Background: an optimization exercise with open tools, aiming at small area. Do not read the settings as production practice.
The RTL was checked by simulation tests, not by an equivalence proof against the original design.
No driver is modelled on the clock port, so clock power and skew are understated where the tree is cut down; a real chip needs a root buffer or a tree.
Power is estimated from default activity; no workload was simulated.

==> flow/design.v <==
module top_module (input clk, input rst, input tx_start, output tx_pin, input rx_pin, output w_led_ale);
    reg [20:0] ls;
    reg led;
    wire ls_z = (ls[19:0] == 20'd0);
    always @(posedge clk)
        if (rst) begin
            ls  <= 21'd1;
            led <= 1'b0;
        end else begin
            ls  <= {ls[19:0], ls[20] ^ ls[18] ^ ls_z};
            if (ls_z & ~ls[20]) led <= ~led;
        end
    assign w_led_ale = led;
    localparam [7:0] S_END = 8'd241, S_117 = 8'd139, S_232 = 8'd120;
    reg [3:0] h;
    reg [7:0] u;
    reg [7:0] rsh;
    wire r_idle = h[3] & h[1];
    wire u_end  = (u == S_END);
    always @(posedge clk)
        if (rst) h <= 4'd11;
        else if (r_idle) h <= rx_pin ? 4'd11 : 4'd0;
        else if (u_end)  h <= {h[3] | (h[2] & h[1] & h[0]), h[2] ^ (h[1] & h[0]), h[1] ^ h[0], ~h[0]};
    always @(posedge clk)
        if (r_idle) u <= S_117;
        else        u <= {u[6:0], u[7] ^ u[5] ^ u[4] ^ u[3] ^ u_end};
    always @(posedge clk)
        if (!r_idle && u_end && h != 0 && h != 9) rsh <= {rx_pin, rsh[7:1]};
    wire we = (h == 4'd10);
    reg [7:0] mem0, mem1, mem2, mem3;
    reg [1:0] i;
    always @(posedge clk) begin
        if (rst | (we && i == 2'b00)) mem0 <= rst ? 8'h61 : rsh;
        if (rst | (we && i == 2'b01)) mem1 <= rst ? 8'h62 : rsh;
        if (rst | (we && i == 2'b11)) mem2 <= rst ? 8'h63 : rsh;
        if (rst | (we && i == 2'b10)) mem3 <= rst ? 8'h64 : rsh;
    end
    always @(posedge clk)
        if (rst) i <= 0;
        else if (we) i <= {i[0], ~i[1]};
    reg [3:0] b;
    reg [7:0] r;
    reg [7:0] c;
    reg [1:0] j;
    wire r_end = (r == S_END);
    wire load  = (b == 4'd9);
    reg [7:0] rd;
    always @(*)
        case (j)
        2'b00: rd = mem0;
        2'b01: rd = mem1;
        2'b11: rd = mem2;
        default: rd = mem3;
        endcase
    always @(posedge clk)
        if (rst) begin
            b <= 4'd10;
            r <= S_END;
        end else begin
            if (r_end | load) b <= {(b[3] & ~(b[1] & b[0])) | (b[2] & b[1] & b[0]), ~b[3] & (b[2] ^ (b[1] & b[0])), ~(b[3] & b[1] & b[0]) & (b[1] ^ b[0]), ~b[0]};
            if (r_end && b == 4'd8) r <= S_232;
            else r <= {r[6:0], r[7] ^ r[5] ^ r[4] ^ r[3] ^ r_end};
        end
    always @(posedge clk)
        if (rst) j <= 2'd1;
        else if (load) j <= {j[0], ~j[1]};
    always @(posedge clk)
        if (rst | load) c <= rst ? 8'h61 : rd;
    assign tx_pin = b[3] ? ~(b[1] & b[0]) : c[b[2:0]];
endmodule
==> flow/config.mk <==
export PLATFORM = sky130hd
export DESIGN_NAME = top_module
export DESIGN_NICKNAME = top_module
export VERILOG_FILES = /design/flow/design.v
export SDC_FILE = /design/flow/constraint.sdc
export NUM_CORES = 4
export LEC_CHECK = 0
export CAP_MARGIN = 20
export CORE_MARGIN = 2
export CORE_UTILIZATION = 75
export PLACE_DENSITY = 0.85
export SLEW_MARGIN = 20
==> flow/constraint.sdc <==
create_clock -name core_clock -period 10.0 [get_ports {clk}]
set_input_delay 2.0000 -clock core_clock [delete_from_list [all_inputs] [get_ports {clk}]]
set_output_delay 2.0000 -clock core_clock [all_outputs]
set_load 0.01 [all_outputs]
standard.sh (not shown) runs the stock make flow with config.mk's settings and CLKGATE_MAP_FILE= SYNTH_SCRIPT=/design/flow/synth_recipe.tcl, a recipe that flattens the netlist after the stock synthesis.
==> flow/flow/run.sh <==
#!/bin/bash
# The standard ORFS layout (the standard.sh: standard synthesis, floorplan, placement,
# routing), except that clock tree synthesis is replaced by flow/manual_cts.tcl: the clock
# port drives MCTS_NBUF clock buffers, each driving one cluster of nearby flip-flops.
set -euo pipefail
export MCTS_NBUF=4
export MCTS_BUF=sky130_fd_sc_hd__clkbuf_16
bash standard.sh "PRE_CTS_TCL=$PWD/flow/manual_cts.tcl" finish > standard_flow.log 2>&1
==> flow/flow/manual_cts.tcl <==
# Sourced by ORFS cts.tcl as PRE_CTS_TCL. Replaces TritonCTS with a one-level clock tree:
# the clock port drives a few clock buffers, each driving one cluster of nearby flip-flops.
proc manual_clock_tree {args} {
  set nbuf $::env(MCTS_NBUF)
  set bufm $::env(MCTS_BUF)
  set db [ord::get_db]
  set block [ord::get_db_block]
  set master [$db findMaster $bufm]
  set clknet [$block findNet clk]
  set sinks {}
  foreach it [$clknet getITerms] {
    if {[$it isInputSignal] || [[$it getMTerm] getSigType] == "CLOCK" || [[$it getMTerm] getName] == "CLK"} {
      set inst [$it getInst]
      set bb [$inst getBBox]
      lappend sinks [list $it [expr {([$bb xMin] + [$bb xMax]) / 2.0}] [expr {([$bb yMin] + [$bb yMax]) / 2.0}]]
    }
  }
  set n [llength $sinks]
  puts "manual_clock_tree: $n sinks, $nbuf x $bufm"
  # k-means on sink locations, seeded by sorting along x then y
  set sorted [lsort -real -index 1 $sinks]
  set cx {}; set cy {}
  for {set k 0} {$k < $nbuf} {incr k} {
    set s [lindex $sorted [expr {int(($k + 0.5) * $n / $nbuf)}]]
    lappend cx [lindex $s 1]; lappend cy [lindex $s 2]
  }
  for {set iter 0} {$iter < 50} {incr iter} {
    set assign {}
    set sx [lrepeat $nbuf 0.0]; set sy [lrepeat $nbuf 0.0]; set sc [lrepeat $nbuf 0]
    foreach s $sinks {
      set best 0; set bd 1e30
      for {set k 0} {$k < $nbuf} {incr k} {
        set d [expr {abs([lindex $s 1] - [lindex $cx $k]) + abs([lindex $s 2] - [lindex $cy $k])}]
        if {$d < $bd} {set bd $d; set best $k}
      }
      lappend assign $best
      lset sx $best [expr {[lindex $sx $best] + [lindex $s 1]}]
      lset sy $best [expr {[lindex $sy $best] + [lindex $s 2]}]
      lset sc $best [expr {[lindex $sc $best] + 1}]
    }
    for {set k 0} {$k < $nbuf} {incr k} {
      if {[lindex $sc $k] > 0} {
        lset cx $k [expr {[lindex $sx $k] / [lindex $sc $k]}]
        lset cy $k [expr {[lindex $sy $k] / [lindex $sc $k]}]
      }
    }
  }
  for {set k 0} {$k < $nbuf} {incr k} {
    set inst [odb::dbInst_create $block $master "mcts_buf_$k"]
    set net [odb::dbNet_create $block "mcts_net_$k"]
    $net setSigType CLOCK
    $inst setLocation [expr {int([lindex $cx $k])}] [expr {int([lindex $cy $k])}]
    $inst setPlacementStatus PLACED
    foreach mt [[$inst getMaster] getMTerms] {
      set it [$inst findITerm [$mt getName]]
      if {[$mt getSigType] == "POWER"} { $it connect [$block findNet VDD] } 
      if {[$mt getSigType] == "GROUND"} { $it connect [$block findNet VSS] }
    }
    [$inst findITerm A] connect $clknet
    [$inst findITerm X] connect $net
    puts "  cluster $k: [lindex $sc $k] sinks at [lindex $cx $k] [lindex $cy $k]"
  }
  set i 0
  foreach s $sinks {
    set it [lindex $s 0]
    set k [lindex $assign $i]
    $it disconnect
    $it connect [$block findNet "mcts_net_$k"]
    incr i
  }
  set_propagated_clock [all_clocks]
}
rename clock_tree_synthesis orig_clock_tree_synthesis
proc clock_tree_synthesis {args} { manual_clock_tree }
==> next run, changes <==
--- a/flow/flow/run.sh
+++ b/flow/flow/run.sh
@@ -4,5 +4,5 @@
 # port drives MCTS_NBUF clock buffers, each driving one cluster of nearby flip-flops.
 set -euo pipefail
-export MCTS_NBUF=4
+export MCTS_NBUF=3
 export MCTS_BUF=sky130_fd_sc_hd__clkbuf_16
 bash standard.sh "PRE_CTS_TCL=$PWD/flow/manual_cts.tcl" finish > standard_flow.log 2>&1
Register-to-register slack hardly moves.
Synthesized area is unchanged.
Total power shrinks by 2.2%.
In every run of this note, the design's own scripts or RTL, not TritonCTS, make the clock network.

* * *

north:
Another version of the RTL of top_module (not shown whole).
For scale: roughly 260 cells after synthesis, about 98 flip-flops, about 6 I/O pins.
==> flow/config.mk <==
export PLATFORM = sky130hd
export DESIGN_NAME = top_module
export DESIGN_NICKNAME = top_module
export VERILOG_FILES = /design/flow/design.v
export SDC_FILE = /design/flow/constraint.sdc
export NUM_CORES = 4
export LEC_CHECK = 0
export CAP_MARGIN = 20
export CORE_MARGIN = 2
export CORE_UTILIZATION = 75
export GPL_TIMING_DRIVEN = 0
export PLACE_DENSITY = 0.85
export SLEW_MARGIN = 20
==> flow/constraint.sdc <==
create_clock -name core_clock -period 10.0 [get_ports {clk}]
set_input_delay 2.0000 -clock core_clock [delete_from_list [all_inputs] [get_ports {clk}]]
set_output_delay 2.0000 -clock core_clock [all_outputs]
set_load 0.01 [all_outputs]
==> flow/flow/run.sh <==
#!/bin/bash
# The standard ORFS layout (the standard.sh: standard synthesis, floorplan, placement,
# routing), except that clock tree synthesis is replaced by flow/manual_cts.tcl: the clock
# port drives MCTS_NBUF clock buffers, each driving one cluster of nearby flip-flops.
set -euo pipefail
export MCTS_NBUF=4
export MCTS_BUF=sky130_fd_sc_hd__clkbuf_16
bash standard.sh "PRE_CTS_TCL=$PWD/flow/manual_cts.tcl" finish > standard_flow.log 2>&1
Scripts as last shown in full above: flow/flow/manual_cts.tcl
The final layout from north, which completed every stage, passed the timing, design-rule and antenna checks at the end of the flow.
[inputs] south vs north
- changing CAP_MARGIN from 20 to 0
- changing SLEW_MARGIN from 20 to 0
-- flow/flow/run.sh --
<<< north, line 7
export MCTS_BUF=sky130_fd_sc_hd__clkbuf_16
bash standard.sh "PRE_CTS_TCL=$PWD/flow/manual_cts.tcl" finish > standard_flow.log 2>&1
>>> south, line 7
export MCTS_BUF=sky130_fd_sc_hd__clkbuf_16
bash standard.sh "PRE_CTS_TCL=$PWD/flow/manual_cts.tcl" "BUFFER_PORTS_ARGS=-buffer_cell sky130_fd_sc_hd__buf_1" finish > standard_flow.log 2>&1
[summary]
Compared with north, south shows net count of the finished layout that has gone up slightly. The global-route wire length before repair was comparable across south and north. Compared to north, south leaves more free space in the core. Diff north -> south | post-route worst hold slack | increase of 18 ps. north -> south: cell count increased slightly. Relative to north, the final cell area reported for south is lower. north → south: total number of vias went up 13; combinational share of power went down 0.4 points.
Input changes introduced in east (baseline for comparison: south):
-- flow/flow/run.sh --
<<< south, line 5
set -euo pipefail
export MCTS_NBUF=4
export MCTS_BUF=sky130_fd_sc_hd__clkbuf_16
>>> east, line 5
set -euo pipefail
export MCTS_NBUF=3
export MCTS_BUF=sky130_fd_sc_hd__clkbuf_16
-- flow/flow/manual_cts.tcl --
<<< south, line 26
  }
  for {set iter 0} {$iter < 50} {incr iter} {
    set assign {}
    set sx [lrepeat $nbuf 0.0]; set sy [lrepeat $nbuf 0.0]; set sc [lrepeat $nbuf 0]
    foreach s $sinks {
      set best 0; set bd 1e30
      for {set k 0} {$k < $nbuf} {incr k} {
        set d [expr {abs([lindex $s 1] - [lindex $cx $k]) + abs([lindex $s 2] - [lindex $cy $k])}]
        if {$d < $bd} {set bd $d; set best $k}
      }
      lappend assign $best
      lset sx $best [expr {[lindex $sx $best] + [lindex $s 1]}]
      lset sy $best [expr {[lindex $sy $best] + [lindex $s 2]}]
      lset sc $best [expr {[lindex $sc $best] + 1}]
    }
>>> east, line 26
  }
  # balanced k-means: each cluster takes at most ceil(n / nbuf) sinks, nearest pairs first
  set cap [expr {($n + $nbuf - 1) / $nbuf}]
  for {set iter 0} {$iter < 30} {incr iter} {
    set pairs {}
    set idx 0
    foreach s $sinks {
      for {set k 0} {$k < $nbuf} {incr k} {
        lappend pairs [list [expr {abs([lindex $s 1] - [lindex $cx $k]) + abs([lindex $s 2] - [lindex $cy $k])}] $idx $k]
      }
      incr idx
    }
    set pairs [lsort -real -index 0 $pairs]
    set assign [lrepeat $n -1]
    set sc [lrepeat $nbuf 0]
    foreach p $pairs {
      set idx [lindex $p 1]; set k [lindex $p 2]
      if {[lindex $assign $idx] < 0 && [lindex $sc $k] < $cap} {
        lset assign $idx $k
        lset sc $k [expr {[lindex $sc $k] + 1}]
      }
    }
    set sx [lrepeat $nbuf 0.0]; set sy [lrepeat $nbuf 0.0]
    set idx 0
    foreach s $sinks {
      set k [lindex $assign $idx]
      lset sx $k [expr {[lindex $sx $k] + [lindex $s 1]}]
      lset sy $k [expr {[lindex $sy $k] + [lindex $s 2]}]
      incr idx
    }
Reported for east and south, synthesized area turned out identical to the last digit.
east vs. south: total length of routed met3 wires went down by 42%.
Of east and south, the run reporting the higher final worst-path cycle share was east.
south -> east: sequential power flat
Of east and south, east shows the higher worst vdd rail ir drop, with south below it.
east: sequential share of layout area 0.43 points above south
Clock transition at the registers of the reported paths: south vs east — no meaningful difference
Count of fill cells added during filler insertion is lower on south
In the route summary, east ends up with a via count below that of south.
east leaves less setup margin than south.
> inputs changed (east -> west)
- SLEW_MARGIN changed from 0 to 20
- GPL_TIMING_DRIVEN removed (was 0)
- CAP_MARGIN changed from 0 to 20
-- flow/flow/run.sh --
<<< east, line 5
set -euo pipefail
export MCTS_NBUF=3
export MCTS_BUF=sky130_fd_sc_hd__clkbuf_16
bash standard.sh "PRE_CTS_TCL=$PWD/flow/manual_cts.tcl" "BUFFER_PORTS_ARGS=-buffer_cell sky130_fd_sc_hd__buf_1" finish > standard_flow.log 2>&1
>>> west, line 5
set -euo pipefail
export MCTS_NBUF=4
export MCTS_BUF=sky130_fd_sc_hd__clkbuf_16
bash standard.sh "PRE_CTS_TCL=$PWD/flow/manual_cts.tcl" finish > standard_flow.log 2>&1
-- flow/flow/manual_cts.tcl --
<<< east, line 26
  }
  # balanced k-means: each cluster takes at most ceil(n / nbuf) sinks, nearest pairs first
  set cap [expr {($n + $nbuf - 1) / $nbuf}]
  for {set iter 0} {$iter < 30} {incr iter} {
    set pairs {}
    set idx 0
    foreach s $sinks {
      for {set k 0} {$k < $nbuf} {incr k} {
        lappend pairs [list [expr {abs([lindex $s 1] - [lindex $cx $k]) + abs([lindex $s 2] - [lindex $cy $k])}] $idx $k]
      }
      incr idx
    }
    set pairs [lsort -real -index 0 $pairs]
    set assign [lrepeat $n -1]
    set sc [lrepeat $nbuf 0]
    foreach p $pairs {
      set idx [lindex $p 1]; set k [lindex $p 2]
      if {[lindex $assign $idx] < 0 && [lindex $sc $k] < $cap} {
        lset assign $idx $k
        lset sc $k [expr {[lindex $sc $k] + 1}]
      }
    }
    set sx [lrepeat $nbuf 0.0]; set sy [lrepeat $nbuf 0.0]
    set idx 0
    foreach s $sinks {
      set k [lindex $assign $idx]
      lset sx $k [expr {[lindex $sx $k] + [lindex $s 1]}]
      lset sy $k [expr {[lindex $sy $k] + [lindex $s 2]}]
      incr idx
    }
>>> west, line 26
  }
  for {set iter 0} {$iter < 50} {incr iter} {
    set assign {}
    set sx [lrepeat $nbuf 0.0]; set sy [lrepeat $nbuf 0.0]; set sc [lrepeat $nbuf 0]
    foreach s $sinks {
      set best 0; set bd 1e30
      for {set k 0} {$k < $nbuf} {incr k} {
        set d [expr {abs([lindex $s 1] - [lindex $cx $k]) + abs([lindex $s 2] - [lindex $cy $k])}]
        if {$d < $bd} {set bd $d; set best $k}
      }
      lappend assign $best
      lset sx $best [expr {[lindex $sx $best] + [lindex $s 1]}]
      lset sy $best [expr {[lindex $sy $best] + [lindex $s 2]}]
      lset sc $best [expr {[lindex $sc $best] + 1}]
    }
[summary]
Re met2 usage: east was lower than west. On clock latency of the later-clocked register in the worst-skew pair, west tracks east almost exactly. Summary — wire length of the first global-routing pass, west relative to east: higher, by 280 um. Delta (west minus east): design area climbed 1.4%; worst-case register-to-register setup slack climbed 420 ps.
No run of this note takes its clock network from TritonCTS; it comes from the design's own scripts or RTL.

port drivers added, routing unchanged:
Ports are ideal in the flow. The routed layouts listed here were re-timed in OpenROAD. Step 1 sets driving cells, clkbuf_16 on the clock port and buf_2 on the other inputs (assumed; they add their load-dependent delay and slew). Step 2 adds t to the input delays and takes it off the output delays; t is the mean of the earliest and latest rising clock arrival at the registers after step 1. Input paths then give back, and output paths get back, about the clock's delay inside the block. Three values: no drivers, after step 1, after step 2; two values: the first two.
| run | shift t [ns] | setup slack, ns | pins driven straight from the clock port |
|---|---|---|---|
| the first run of note 1 | 0.223 | 5.986 / 5.911 / 5.815 | 4 |
| the second run of note 1 | 0.226 | 5.944 / 5.883 / 5.810 | 3 |
| north | 0.218 | 5.960 / 5.894 / 6.023 | 4 |
| south | 0.220 | 6.318 / 6.249 / 6.249 | 4 |
| east | 0.226 | 6.294 / 6.236 / 6.251 | 3 |
| west | 0.226 | 5.920 / 5.844 / 5.797 | 4 |
After both steps setup and hold are still met in every run listed. The setup slack of the first run of note 1, which loses most, moves by -0.075 ns with the drivers and by -0.171 ns with both steps.
